This is an optimization exercise on Yosys and OpenROAD, whose aim is small area, not a production implementation.
In this exercise RTL edits were held to simulation tests only and were not proved equivalent to the original.
The flow treats the clock pin as an ideal source. Dropping or thinning the clock tree relies on that and would not hold on a real chip.
Power is estimated from default activity; no workload was simulated.

## xenon
==> flow/design.v (excerpt) <==
module axi4_master
(
    input  logic          clk,
    input  logic          arst,
    input  logic          io_interrupt,
    input  logic          i_write_req,
    input  logic          i_read_req,
    input  logic [ 31:0 ] i_addr,
    input  logic [ 63:0 ] i_write_data,
    input  logic [  7:0 ] i_axi_len,
    input  logic [  2:0 ] i_axi_size,
    input  logic [  1:0 ] i_axi_burst,
    input  logic [  7:0 ] i_axi_strb,
    output logic [ 63:0 ] o_read_data,
    output logic          o_axi_done,
    output logic          o_axi_handshake,
    input  logic          i_awready,
    output logic          o_awvalid,
    output logic [  3:0 ] o_awid,
    output logic [ 31:0 ] o_awaddr,
    output logic [  7:0 ] o_awlen,
    output logic [  2:0 ] o_awsize,
    output logic [  1:0 ] o_awburst,
    input  logic          i_wready,
    output logic          o_wvalid,
    output logic [ 63:0 ] o_wdata,
    output logic [  7:0 ] o_wstrb, 
    output logic          o_wlast,
    output logic          o_bready,
    input  logic          i_bvalid,
    input  logic [  3:0 ] i_bid,
    input  logic [  1:0 ] i_bresp,
    input  logic          i_arready,
    output logic          o_arvalid,
    output logic [  3:0 ] o_arid,
    output logic [ 31:0 ] o_araddr,
    output logic [  7:0 ] o_arlen,
    output logic [  2:0 ] o_arsize,
    output logic [  1:0 ] o_arburst,
    output logic          o_rready,
    input  logic          i_rvalid,
    input  logic [  3:0 ] i_rid, 
    input  logic [  1:0 ] i_rresp,
    input  logic [ 63:0 ] i_rdata,
    input  logic          i_rlast
);
    assign o_read_data = i_rdata;
    assign o_arlen     = i_axi_len;
    assign o_arsize    = i_axi_size;
    assign o_arburst   = i_axi_burst;
    assign o_awlen     = i_axi_len;
    assign o_awsize    = i_axi_size;
    assign o_awburst   = i_axi_burst;
  ...
Size in the first run: about 400 cells after synthesis, roughly 3600 µm² of cells after synthesis.
clock: 5.0 ns
lec_check: 0
cap_margin: 0
core_area: 5 5 175 175
cts_buf_list: sky130_fd_sc_hd__clkbuf_8
die_area: 0 0 180 180
slew_margin: 0
standard.sh (not shown) runs the stock make flow with config.mk's settings and CLKGATE_MAP_FILE= SYNTH_SCRIPT=/design/flow/synth_recipe.tcl, a recipe that flattens the netlist after the stock synthesis.
==> flow/flow/run.sh <==
#!/bin/bash
# Standard layout (the standard.sh) with these changes:
#  - after the standard synthesis, its combinational logic is re-mapped for area with ABC; the
#    registers stay exactly as the standard synthesis made them (reopt.sh);
#  - port buffers made from the smallest buffer cell (buf_1);
#  - after global placement the design's own cells are pulled toward the core's centre;
#  - after placement resizing, logic cells are swapped for their smallest-area variant, then
#    downsized further as long as slew, capacitance and setup keep a margin (downsize2.tcl);
#  - the clock reaches the registers through a few clock buffers, one per group of registers,
#    driven from the clock port (clkbuf.tcl), instead of TritonCTS's tree.
set -euo pipefail
export FLOW_FLOW_DIR=$PWD/flow
export BUFFER_PORTS_ARGS="-buffer_cell sky130_fd_sc_hd__buf_1"
export POST_GLOBAL_PLACE_TCL=$FLOW_FLOW_DIR/squeeze.tcl
export FLOW_SQUEEZE=0.3
export POST_RESIZE_TCL=$FLOW_FLOW_DIR/downsize.tcl
export PRE_CTS_TCL=$FLOW_FLOW_DIR/cts_hook.tcl
export POST_CTS_TCL=$FLOW_FLOW_DIR/post_cts.tcl
export FLOW_CLK_CELL=sky130_fd_sc_hd__clkbuf_8
export FLOW_CLK_K=3
bash standard.sh synth > standard_synth.log 2>&1
res=$PWD/orfs/results/sky130hd/axi4_master/base
cp $res/1_2_yosys.v $PWD/standard_synth_netlist.v
bash $FLOW_FLOW_DIR/reopt.sh $PWD/standard_synth_netlist.v $PWD/reopt_netlist.v $PWD
cp $PWD/reopt_netlist.v $res/1_2_yosys.v
rm -f $res/1_synth.odb $res/1_synth.sdc
bash standard.sh > standard.log 2>&1
==> flow/flow/reopt.sh <==
#!/bin/bash
# Re-map the combinational logic of the standard synthesis netlist for area with ABC. Registers
# are kept as they are (same instances, names and cell types): they are treated as black boxes,
# so only the logic between them is re-mapped.
# usage: reopt.sh IN.v OUT.v WORKDIR
set -euo pipefail
in=$1; out=$2; w=$3
lib=$FLOW_HOME/platforms/sky130hd/lib/sky130_fd_sc_hd__tt_025C_1v80.lib
du=""
for c in sky130_fd_sc_hd__probe_p_8 sky130_fd_sc_hd__probec_p_8 $(grep -o 'sky130_fd_sc_hd__lpflow_[a-z0-9_]*' $FLOW_HOME/platforms/sky130hd/config.mk | sort -u); do
  du="$du -dont_use $c"
done
flops=$(grep -o 'sky130_fd_sc_hd__[a-z0-9_]*' $in | sort -u | grep -E '__(df|edf|sdf|dl)' | tr '\n' ' ')
# Several ABC scripts are tried; the one giving the smallest cell area is kept.
best=""
best_area=""
i=0
for script in "strash; dch; amap" "strash; dc2; dc2; dch; amap" "strash; dch; amap; strash; dch; amap" \
              "strash; &get -n; &dc2; &dch; &nf -a; &put" "strash; dch; map -a; amap"; do
  i=$((i+1))
  cat > $w/reopt1_$i.ys <<EOS
read_liberty -ignore_miss_func -ignore_miss_dir $lib
read_verilog $in
hierarchy -top axi4_master
setattr -mod -set blackbox 1 $flops
flatten
opt_clean -purge
abc -liberty $lib $du -script "+$script"
opt_clean -purge
rename -hide w:*.*
rename -enumerate -pattern ro_% axi4_master
stat -liberty $lib
select axi4_master
write_verilog -noattr -selected $w/reopt_mid_$i.v
EOS
  if yosys -p "script $w/reopt1_$i.ys" > $w/reopt1_$i.log 2>&1; then
    a=$(grep 'Chip area for module' $w/reopt1_$i.log | tail -1 | awk '{print $NF}')
    echo "reopt: script $i ($script): area $a" >> $w/reopt_choice.log
    if [[ -z "$best_area" ]] || python3 -c "import sys; sys.exit(0 if $a < $best_area else 1)"; then
      best=$i; best_area=$a
    fi
  fi
done
echo "reopt: using script $best" >> $w/reopt_choice.log
cp $w/reopt_mid_$best.v $w/reopt_mid.v
cat > $w/reopt2.ys <<EOS
read_liberty -lib $lib
read_verilog $w/reopt_mid.v
hierarchy -top axi4_master
splitnets
opt_clean -purge
insbuf -buf sky130_fd_sc_hd__buf_4 A X
rename -enumerate -pattern rb_%
stat -liberty $lib
check -assert -mapped
write_verilog -noattr $out
EOS
yosys -p "script $w/reopt2.ys" > $w/reopt2.log 2>&1
Other scripts of this flow, unchanged in this note and not shown: flow/flow/clkbuf.tcl, flow/flow/cts_hook.tcl, flow/flow/downsize.tcl, flow/flow/downsize2.tcl, flow/flow/post_cts.tcl, flow/flow/squeeze.tcl
Changes in fjord relative to xenon:
==> flow/flow/reopt.sh <==
#!/bin/bash
# Re-map the combinational logic of the standard synthesis netlist for area with ABC (strash; dch;
# amap). Registers are kept as they are (same instances, names and cell types): they are treated
# as black boxes, so only the logic between them is re-mapped.
# usage: reopt.sh IN.v OUT.v WORKDIR
set -euo pipefail
in=$1; out=$2; w=$3
lib=$FLOW_HOME/platforms/sky130hd/lib/sky130_fd_sc_hd__tt_025C_1v80.lib
du=""
for c in sky130_fd_sc_hd__probe_p_8 sky130_fd_sc_hd__probec_p_8 $(grep -o 'sky130_fd_sc_hd__lpflow_[a-z0-9_]*' $FLOW_HOME/platforms/sky130hd/config.mk | sort -u); do
  du="$du -dont_use $c"
done
flops=$(grep -o 'sky130_fd_sc_hd__[a-z0-9_]*' $in | sort -u | grep -E '__(df|edf|sdf|dl)' | tr '\n' ' ')
cat > $w/reopt1.ys <<EOS
read_liberty -ignore_miss_func -ignore_miss_dir $lib
read_verilog $in
hierarchy -top axi4_master
setattr -mod -set blackbox 1 $flops
flatten
opt_clean -purge
abc -liberty $lib $du -script "+strash; dch; amap"
opt_clean -purge
rename -hide w:*.*
rename -enumerate -pattern ro_% axi4_master
select axi4_master
write_verilog -noattr -selected $w/reopt_mid.v
EOS
cat > $w/reopt2.ys <<EOS
read_liberty -lib $lib
read_verilog $w/reopt_mid.v
hierarchy -top axi4_master
splitnets
opt_clean -purge
insbuf -buf sky130_fd_sc_hd__buf_4 A X
rename -enumerate -pattern rb_%
stat -liberty $lib
check -assert -mapped
write_verilog -noattr $out
EOS
yosys -p "script $w/reopt1.ys" > $w/reopt1.log 2>&1
yosys -p "script $w/reopt2.ys" > $w/reopt2.log 2>&1
-- flow/config.mk --
<<< xenon, line 7
export LEC_CHECK = 0
export CAP_MARGIN = 0
export CORE_AREA = 5 5 175 175
>>> fjord, line 7
export LEC_CHECK = 0
export CAP_MARGIN = 20
export CORE_AREA = 5 5 175 175
<<< xenon, line 11
export DIE_AREA = 0 0 180 180
export SLEW_MARGIN = 0
>>> fjord, line 11
export DIE_AREA = 0 0 180 180
export SLEW_MARGIN = 20
==> comparison <==
In fjord, the post-layout instance area came out 15 µm² above the value in xenon. fjord vs. xenon: highest clock frequency the design can meet comparable, fraction of final layout cells with drive strength greater than 1 rose by 0.28 points, number of multi-input logic gates rose by 6, post-route clock period utilization saw little to no change. Summary of fjord over xenon: post-layout net count grew by 4, total number of tap cells barely changed, instance area after placement moved up.
Edits applied to the flow inputs when going from fjord to tundra:
==> flow/flow/reopt.sh <==
#!/bin/bash
# Re-map the combinational logic of the standard synthesis netlist for area with ABC. Registers are kept as they are (same instances, names and cell types): they are treated
# as black boxes, so only the logic between them is re-mapped.
# usage: reopt.sh IN.v OUT.v WORKDIR
set -euo pipefail
in=$1; out=$2; w=$3
lib=$FLOW_HOME/platforms/sky130hd/lib/sky130_fd_sc_hd__tt_025C_1v80.lib
du=""
for c in sky130_fd_sc_hd__probe_p_8 sky130_fd_sc_hd__probec_p_8 $(grep -o 'sky130_fd_sc_hd__lpflow_[a-z0-9_]*' $FLOW_HOME/platforms/sky130hd/config.mk | sort -u); do
  du="$du -dont_use $c"
done
flops=$(grep -o 'sky130_fd_sc_hd__[a-z0-9_]*' $in | sort -u | grep -E '__(df|edf|sdf|dl)' | tr '\n' ' ')
# Several ABC scripts are tried; the one giving the smallest cell area is kept.
best=""
best_area=""
i=0
for script in "strash; dch; amap" "strash; dc2; dc2; dch; amap" "strash; dch; amap; strash; dch; amap" \
              "strash; &get -n; &dc2; &dch; &nf -a; &put" "strash; dch; map -a; amap"; do
  i=$((i+1))
  cat > $w/reopt1_$i.ys <<EOS
read_liberty -ignore_miss_func -ignore_miss_dir $lib
read_verilog $in
hierarchy -top axi4_master
setattr -mod -set blackbox 1 $flops
flatten
opt_clean -purge
abc -liberty $lib $du -script "+$script"
opt_clean -purge
rename -hide w:*.*
rename -enumerate -pattern ro_% axi4_master
stat -liberty $lib
select axi4_master
write_verilog -noattr -selected $w/reopt_mid_$i.v
EOS
  if yosys -p "script $w/reopt1_$i.ys" > $w/reopt1_$i.log 2>&1; then
    a=$(grep 'Chip area for module' $w/reopt1_$i.log | tail -1 | awk '{print $NF}')
    echo "reopt: script $i ($script): area $a" >> $w/reopt_choice.log
    if [[ -z "$best_area" ]] || python3 -c "import sys; sys.exit(0 if $a < $best_area else 1)"; then
      best=$i; best_area=$a
    fi
  fi
done
echo "reopt: using script $best" >> $w/reopt_choice.log
cp $w/reopt_mid_$best.v $w/reopt_mid.v
cat > $w/reopt2.ys <<EOS
read_liberty -lib $lib
read_verilog $w/reopt_mid.v
hierarchy -top axi4_master
splitnets
opt_clean -purge
insbuf -buf sky130_fd_sc_hd__buf_4 A X
rename -enumerate -pattern rb_%
stat -liberty $lib
check -assert -mapped
write_verilog -noattr $out
EOS
yosys -p "script $w/reopt2.ys" > $w/reopt2.log 2>&1
Notes after the runs:
- Per the comparison of tundra with fjord, post-route clock period utilization roughly the same; number of DRC violations after detailed-routing iteration 0 lower; post-route worst hold slack lower; first-pass GRT wire length lower; routed wire length lower.
- No stage failed in tundra, and the final checks on the layout all came back clean.
- Where setup slack is concerned, fjord is outperformed by tundra.
- Comparing tundra with fjord, the met2 routed wirelength came out essentially unchanged.
- Going from fjord to tundra, post-route cell area fell about 0.47%; time the final worst path needs with I/O delays and setup dropped 7.2 ps; final HPWL from detailed placement now smaller.
Relative to tundra, the following input files were edited for delta:
-- flow/flow/reopt.sh --
<<< tundra, line 1
#!/bin/bash
# Re-map the combinational logic of the standard synthesis netlist for area with ABC. Registers are kept as they are (same instances, names and cell types): they are treated
# as black boxes, so only the logic between them is re-mapped.
# usage: reopt.sh IN.v OUT.v WORKDIR
>>> delta, line 1
#!/bin/bash
# Re-map the combinational logic of the standard synthesis netlist for area with ABC. Registers
# are kept as they are (same instances, names and cell types): they are treated as black boxes,
# so only the logic between them is re-mapped.
# usage: reopt.sh IN.v OUT.v WORKDIR
## What came out
- Between delta and tundra, the part of the total power dissipated in combinational logic figures differ only marginally.
- Comparing tundra against delta, there is no change at all in area overhead of the layout relative to synthesis.
- | first-pass GRT wire length | tundra vs delta | ≈ equal |
- As far as total met3 wirelength after detailed routing goes, delta and tundra are indistinguishable; the numbers are identical.
- Met1 wire length came out exactly the same in delta and tundra.
- Re filler cell count in the final layout: no difference whatsoever between delta and tundra.
- Re wire length: no difference whatsoever between tundra and delta.
- delta -> tundra: combinational logic power flat
No run of this note takes its clock network from TritonCTS; it comes from the design's own scripts or RTL.

## what the ideal ports hide
Ports are ideal in the flow. The routed layouts listed here were re-timed in OpenROAD. Step 1 sets driving cells, clkbuf_16 on the clock port and buf_2 on the other inputs (assumed; they add their load-dependent delay and slew). Step 2 moves the port delays by t, midway between the first and last clock arrival at a register: inputs arrive t later, outputs are due t later. That takes back most of the time a late clock gives input paths. Slacks: ideal / step 1 / step 2; pairs: ideal / step 1.
| run | t (ns) | setup slack, ns | clock arrival spread, ns | worst data-port slew with drivers (ns) |
|---|---|---|---|---|
| xenon | 0.214 | 2.027 / 1.971 / 2.093 | 0.012 / 0.012 | 0.17 |
| fjord | 0.208 | 2.020 / 1.967 / 2.175 | 0.005 / 0.005 | 0.15 |
| tundra | 0.214 | 2.027 / 1.971 / 2.093 | 0.012 / 0.012 | 0.17 |
| delta | 0.214 | 2.027 / 1.971 / 2.093 | 0.012 / 0.012 | 0.17 |
After both steps setup and hold are still met in every run listed.
